Background: an optimization exercise with open tools, aiming at small area, a short achievable clock period and few clock cycles per item. Do not read the settings as production practice.
RTL that was checked went through simulation tests only; none was proved equivalent to the original.
Power figures rest on the tool's default switching activity, not on a simulated workload.

job 101:
// FP16_MAC_pipeline
module FP16_MAC_pipeline(
    input [15:0]data_k,
    input [15:0]data_x,
    input [15:0]data_b,
    input rst,
    input input_valid,
    input clk,
    input [1:0]opcode,
    output reg [15:0]data_o,
    output reg output_up,
    output reg [1:0]opcode_o
    );
==> flow/config.mk <==
export PLATFORM = sky130hd
export DESIGN_NAME = FP16_MAC_pipeline
export DESIGN_NICKNAME = FP16_MAC_pipeline
export VERILOG_FILES = /design/flow/design.v
export SDC_FILE = /design/flow/constraint.sdc
export NUM_CORES = 4
export LEC_CHECK = 0
export CAP_MARGIN = 20
export CORE_MARGIN = 2
export CORE_UTILIZATION = 70
export CTS_CLUSTER_DIAMETER = 80
export CTS_CLUSTER_SIZE = 30
export PLACE_DENSITY = 0.75
export SETUP_SLACK_MARGIN = 3.3
export SLEW_MARGIN = 20
==> flow/constraint.sdc <==
create_clock -name core_clock -period 6.0 [get_ports {clk}]
set_input_delay 1.2000 -clock core_clock [delete_from_list [all_inputs] [get_ports {clk}]]
set_output_delay 1.2000 -clock core_clock [all_outputs]
set_load 0.01 [all_outputs]
run.sh (not shown) runs the stock make flow with config.mk's settings and CLKGATE_MAP_FILE= SYNTH_SCRIPT=/design/flow/synth_recipe.tcl, a recipe that flattens the netlist after the stock synthesis.
What job 102 does differently from job 101 at the input level:
Settings: CORE_UTILIZATION changed from 70 to 60.
- Compared with job 101, job 102 shows final area that has gone up slightly.
- Job 102 vs job 101: routed wire length down slightly
- Re switching share of power: job 102 and job 101 aren't equal, and the lower value belongs to job 102.
- Against job 101 as the reference, job 102 delivers a higher number of CTS-inserted buffers.
- Share of layout cells above drive strength 1: job 102 and job 101 compared, lower one is job 101
- NOTE number of placed instances with taps included job 101->job 102 increased by a few percent
- Between job 101 and job 102, the flow reports HPWL after detailed placement decreasing slightly.
- From job 101 to job 102, multiplexer fraction of the synthesized cell area did not move at all.
- Compared with job 101, job 102 shows worst-case vdd ir drop that has gone down by more than a quarter.
- Non-clock buffer count (lower): job 101
Input-level comparison between job 103 and job 102:
Settings: CORE_UTILIZATION now 65, was 60; PLACE_DENSITY now 0.7, was 0.75.
[summary]
- Compared job 103 vs job 102, and critical-path maximum fanout is down in job 103.
- Power in combinational cells, job 102 and job 103: smaller value in job 102
- The cell area after placement of job 103 and that of job 102 are within noise of each other.
- Job 102 → job 103: clock power share moved down; final critical-path required period moved up; number of buffers other than clock buffers in the final layout moved down.
- Lower summed area of non-filler cells in the final layout among job 102 and job 103: job 103
- Job 103 has less setup slack than job 102.
### job 103 -> job 104
Settings: changing CORE_UTILIZATION from 65 to 60; changing PLACE_DENSITY from 0.7 to 0.75; changing SETUP_SLACK_MARGIN from 3.3 to 3.4.
### Flow results
- ~same share of the clock period used by the worst path after layout in job 103 and job 104
- Sort job 103 and job 104 by synthesis-to-finish area growth asc -> top: job 103
- Delta (job 104 minus job 103): core utilization down 3.6 points; setup slack flat.
- Comparing job 103 and job 104, the lower worst-case clock skew was measured on job 104.
- Of job 103 and job 104, the higher maximum number of pins on one net before global-route repair belongs to job 103.
- Job 104 ends up with higher total die area than job 103 does.
- Between job 104 and job 103, it is job 104 whose flip-flop and latch share of the layout cell area is lower, by 0.69 points.
- | timing-limited maximum frequency | job 104 vs job 103 | ≈ equal |
- | delay contributed by the slowest stage of the critical path | lower: job 104 |
No run of this note included a check of the RTL's function; only the layout flow was run.

========
FP16_MAC_pipeline, a different RTL version from the one above (not shown whole).
For scale: roughly 1,900 cells after synthesis, ~380 flip-flops, ~72 I/O pins, about 18,000 µm² of cells after synthesis.
export LEC_CHECK = 0
export CAP_MARGIN = 20
export CORE_MARGIN = 2
export CORE_UTILIZATION = 60
export CTS_CLUSTER_DIAMETER = 80
export CTS_CLUSTER_SIZE = 30
export GPL_ROUTABILITY_DRIVEN = 0
export PLACE_DENSITY = 0.75
export SETUP_SLACK_MARGIN = 3.4
export SLEW_MARGIN = 20
create_clock -name core_clock -period 6.0 [get_ports {clk}]
==> next run, changes <==
- SETUP_SLACK_MARGIN: 3.4 -> 3.3
Outcome: Clock-buffer cell count does not change. Sequential share of layout area increases by 1.1 points. Worst setup slack loses 0.030 ns. Maximum frequency is lower by 1.1%. Power is lower by 3.9%. Design area went down by 3.5%.
No functional check of the RTL was part of any run of this note.

========
Setup of lane 1:
Another version of the RTL of FP16_MAC_pipeline (not shown whole).
Size in the first run: ~420 flip-flops, roughly 21000 um^2 of cells after synthesis.
==> flow/config.mk <==
export PLATFORM = sky130hd
export DESIGN_NAME = FP16_MAC_pipeline
export DESIGN_NICKNAME = FP16_MAC_pipeline
export VERILOG_FILES = /design/flow/design.v
export SDC_FILE = /design/flow/constraint.sdc
export NUM_CORES = 4
export LEC_CHECK = 0
export CAP_MARGIN = 20
export CORE_MARGIN = 2
export CORE_UTILIZATION = 40
export SLEW_MARGIN = 20
==> flow/constraint.sdc <==
create_clock -name core_clock -period 6.0 [get_ports {clk}]
set_input_delay 1.2000 -clock core_clock [delete_from_list [all_inputs] [get_ports {clk}]]
set_output_delay 1.2000 -clock core_clock [all_outputs]
set_load 0.01 [all_outputs]
The inputs of lane 4 differ from those of lane 1 as listed below.
# lane 1
export LEC_CHECK = 0
export CAP_MARGIN = 20
export CORE_MARGIN = 2
export CORE_UTILIZATION = 40
export SLEW_MARGIN = 20
create_clock -name core_clock -period 6.0 [get_ports {clk}]
# lane 4
export LEC_CHECK = 0
export CAP_MARGIN = 20
export CORE_MARGIN = 2
export CORE_UTILIZATION = 60
export SETUP_SLACK_MARGIN = 3.0
export SLEW_MARGIN = 20
create_clock -name core_clock -period 6.0 [get_ports {clk}]
--- outcome ---
- Compared with lane 1, in lane 4 post-route fraction of the period consumed by the critical path decreased by 8.9 points relative to the old numbers, non-clock buffer total of the final layout rose 25%, global-route track usage on met1 went up by 8.1 points.
Function was not checked in any run of this note: the RTL went through the layout flow alone.

========
== JK ==
Another version of the RTL of FP16_MAC_pipeline (not shown whole).
Size: about 1900 cells after synthesis, roughly 72 I/O pins, about 18000 um2 of cells after synthesis.
==> flow/config.mk <==
export PLATFORM = sky130hd
export DESIGN_NAME = FP16_MAC_pipeline
export DESIGN_NICKNAME = FP16_MAC_pipeline
export VERILOG_FILES = /design/flow/design.v
export SDC_FILE = /design/flow/constraint.sdc
export NUM_CORES = 4
export LEC_CHECK = 0
export CAP_MARGIN = 20
export CORE_MARGIN = 2
export CORE_UTILIZATION = 60
export CTS_CLUSTER_DIAMETER = 80
export CTS_CLUSTER_SIZE = 30
export PLACE_DENSITY = 0.75
export SETUP_SLACK_MARGIN = 3.5
export SLEW_MARGIN = 20
export TNS_END_PERCENT = 20
==> flow/constraint.sdc <==
create_clock -name core_clock -period 6.0 [get_ports {clk}]
set_input_delay 1.2000 -clock core_clock [delete_from_list [all_inputs] [get_ports {clk}]]
set_output_delay 1.2000 -clock core_clock [all_outputs]
set_load 0.01 [all_outputs]
Looking at the reports, JK completed the entire flow and the layout it produced met the timing, DRC and antenna checks.
Testbench counts of JK, summed over its fixed seeds: cycles 2,112, items 2,048.
Setup changes, JK to MS
# JK
export LEC_CHECK = 0
export CAP_MARGIN = 20
export CORE_MARGIN = 2
export CORE_UTILIZATION = 60
export CTS_CLUSTER_DIAMETER = 80
export CTS_CLUSTER_SIZE = 30
export PLACE_DENSITY = 0.75
export SETUP_SLACK_MARGIN = 3.5
export SLEW_MARGIN = 20
export TNS_END_PERCENT = 20
create_clock -name core_clock -period 6.0 [get_ports {clk}]
# MS
export LEC_CHECK = 0
export CAP_MARGIN = 20
export CORE_MARGIN = 2
export CORE_UTILIZATION = 60
export CTS_CLUSTER_DIAMETER = 80
export CTS_CLUSTER_SIZE = 30
export PLACE_DENSITY = 0.75
export SETUP_SLACK_MARGIN = 3.3
export SLEW_MARGIN = 20
create_clock -name core_clock -period 6.0 [get_ports {clk}]
Notes after the runs:
Relative to JK, power in the clock group has decreased by about 10% in MS. MS: core utilization is 2.2 points lower than what JK reported. MS vs JK: overall global routing resource usage down. In MS, setup slack is higher than in JK. Re count of non-CTS buffers in the layout: MS and JK aren't equal, and the higher value belongs to JK. Any difference in clock-pin slew on the worst setup and hold paths between MS and JK is small enough to ignore. Power: MS draws less than JK. [compare] base=JK new=MS: wire length went down, cell area went down. Fraction of area in registers ended up 1.2 points higher on MS than on JK.
--- input diff MS..AL ---
# MS
export LEC_CHECK = 0
export CAP_MARGIN = 20
export CORE_MARGIN = 2
export CORE_UTILIZATION = 60
export CTS_CLUSTER_DIAMETER = 80
export CTS_CLUSTER_SIZE = 30
export PLACE_DENSITY = 0.75
export SETUP_SLACK_MARGIN = 3.3
export SLEW_MARGIN = 20
create_clock -name core_clock -period 6.0 [get_ports {clk}]
# AL
export LEC_CHECK = 0
export CAP_MARGIN = 20
export CORE_MARGIN = 2
export CORE_UTILIZATION = 60
export CTS_CLUSTER_DIAMETER = 80
export CTS_CLUSTER_SIZE = 30
export PLACE_DENSITY = 0.75
export SETUP_SLACK_MARGIN = 3.1
export SLEW_MARGIN = 20
create_clock -name core_clock -period 6.0 [get_ports {clk}]
## What came out
Re detailed route wirelength on metal2: MS was higher than AL.
Looking at the reports, AL completed the entire flow and the layout it produced met the timing, DRC and antenna checks.
Compared with MS, in AL post-layout total power shows no meaningful change, maximum clock skew at final layout shows an increase of 0.015 ns, clock latency reported for the late side of the worst-skew pair shows no meaningful change, total power density per cell area shows an increase of 0.32%.
In AL relative to MS, global-route wire length before repair had gone down slightly.
> inputs changed (AL -> TR)
# AL
export LEC_CHECK = 0
export CAP_MARGIN = 20
export CORE_MARGIN = 2
export CORE_UTILIZATION = 60
export CTS_CLUSTER_DIAMETER = 80
export CTS_CLUSTER_SIZE = 30
export PLACE_DENSITY = 0.75
export SETUP_SLACK_MARGIN = 3.1
export SLEW_MARGIN = 20
create_clock -name core_clock -period 6.0 [get_ports {clk}]
# TR
export LEC_CHECK = 0
export CAP_MARGIN = 20
export CORE_MARGIN = 2
export CORE_UTILIZATION = 60
export CTS_CLUSTER_DIAMETER = 80
export CTS_CLUSTER_SIZE = 30
export PLACE_DENSITY = 0.75
export SETUP_SLACK_MARGIN = 3.5
export SLEW_MARGIN = 20
create_clock -name core_clock -period 6.0 [get_ports {clk}]
Notes after the runs:
- Compared with AL, in TR final non-filler cell area has increased, sequential fraction of total cell area has decreased, count of clock-net buffers in the final layout has decreased, via count has increased, number of fillers in the final layout has decreased.
- Comparing AL and TR, the higher met2 wire length is on TR.
- On worst-case reg-to-reg path depth, the higher figure sits with TR, not AL.
- Going from AL to TR, global-route usage grows by 0.60 points.
- Delta (TR minus AL): clock network fraction of total power shows a reduction of 0.7 points, first-iteration DRC count saw an increase, relative contribution of combinational cells to total power increased 2.7 points.

[separate check: timing with driven ports]
The flow's constraints put no driver on any port. The routed layouts listed below were extracted and timed again, unchanged, in two steps.
Step 1 (the two cells are an assumption about what drives the block):
set clk [get_ports {clk}]
set_driving_cell -lib_cell sky130_fd_sc_hd__clkbuf_16 $clk
set_driving_cell -lib_cell sky130_fd_sc_hd__buf_2 [delete_from_list [all_inputs] $clk]
Step 2 adds t to the input delays and takes it off the output delays; t is the mean of the earliest and latest rising clock arrival at the registers after step 1. Input paths then give back, and output paths get back, about the clock's delay inside the block.
Slacks: no drivers / after step 1 / after step 2; pairs: no drivers / after step 1.
run | shift t [ns] | setup WS [ns] | worst data-port slew with drivers (ns)
job 101 | 0.557 | 3.313 / 3.313 / 3.135 | 0.04
job 102 | 0.583 | 3.380 / 3.346 / 2.950 | 0.03
job 103 | 0.555 | 3.315 / 3.315 / 3.090 | 0.04
job 104 | 0.575 | 3.315 / 3.315 / 2.934 | 0.03
the first run of note 2 | 0.558 | 3.396 / 3.396 / 3.025 | 0.04
the second run of note 2 | 0.565 | 3.366 / 3.364 / 2.954 | 0.04
lane 1 | 0.628 | 2.228 / 2.228 / 2.228 | 0.05
lane 4 | 0.613 | 2.763 / 2.763 / 2.763 | 0.05
JK | 0.568 | 3.291 / 3.291 / 2.967 | 0.04
MS | 0.579 | 3.371 / 3.354 / 3.091 | 0.04
AL | 0.582 | 3.162 / 3.162 / 3.077 | 0.04
TR | 0.573 | 3.427 / 3.427 / 3.059 | 0.06
After both steps setup and hold are still met in every run listed. The setup slack of job 102, which loses most, moves by -0.034 ns with the drivers and by -0.430 ns with both steps.
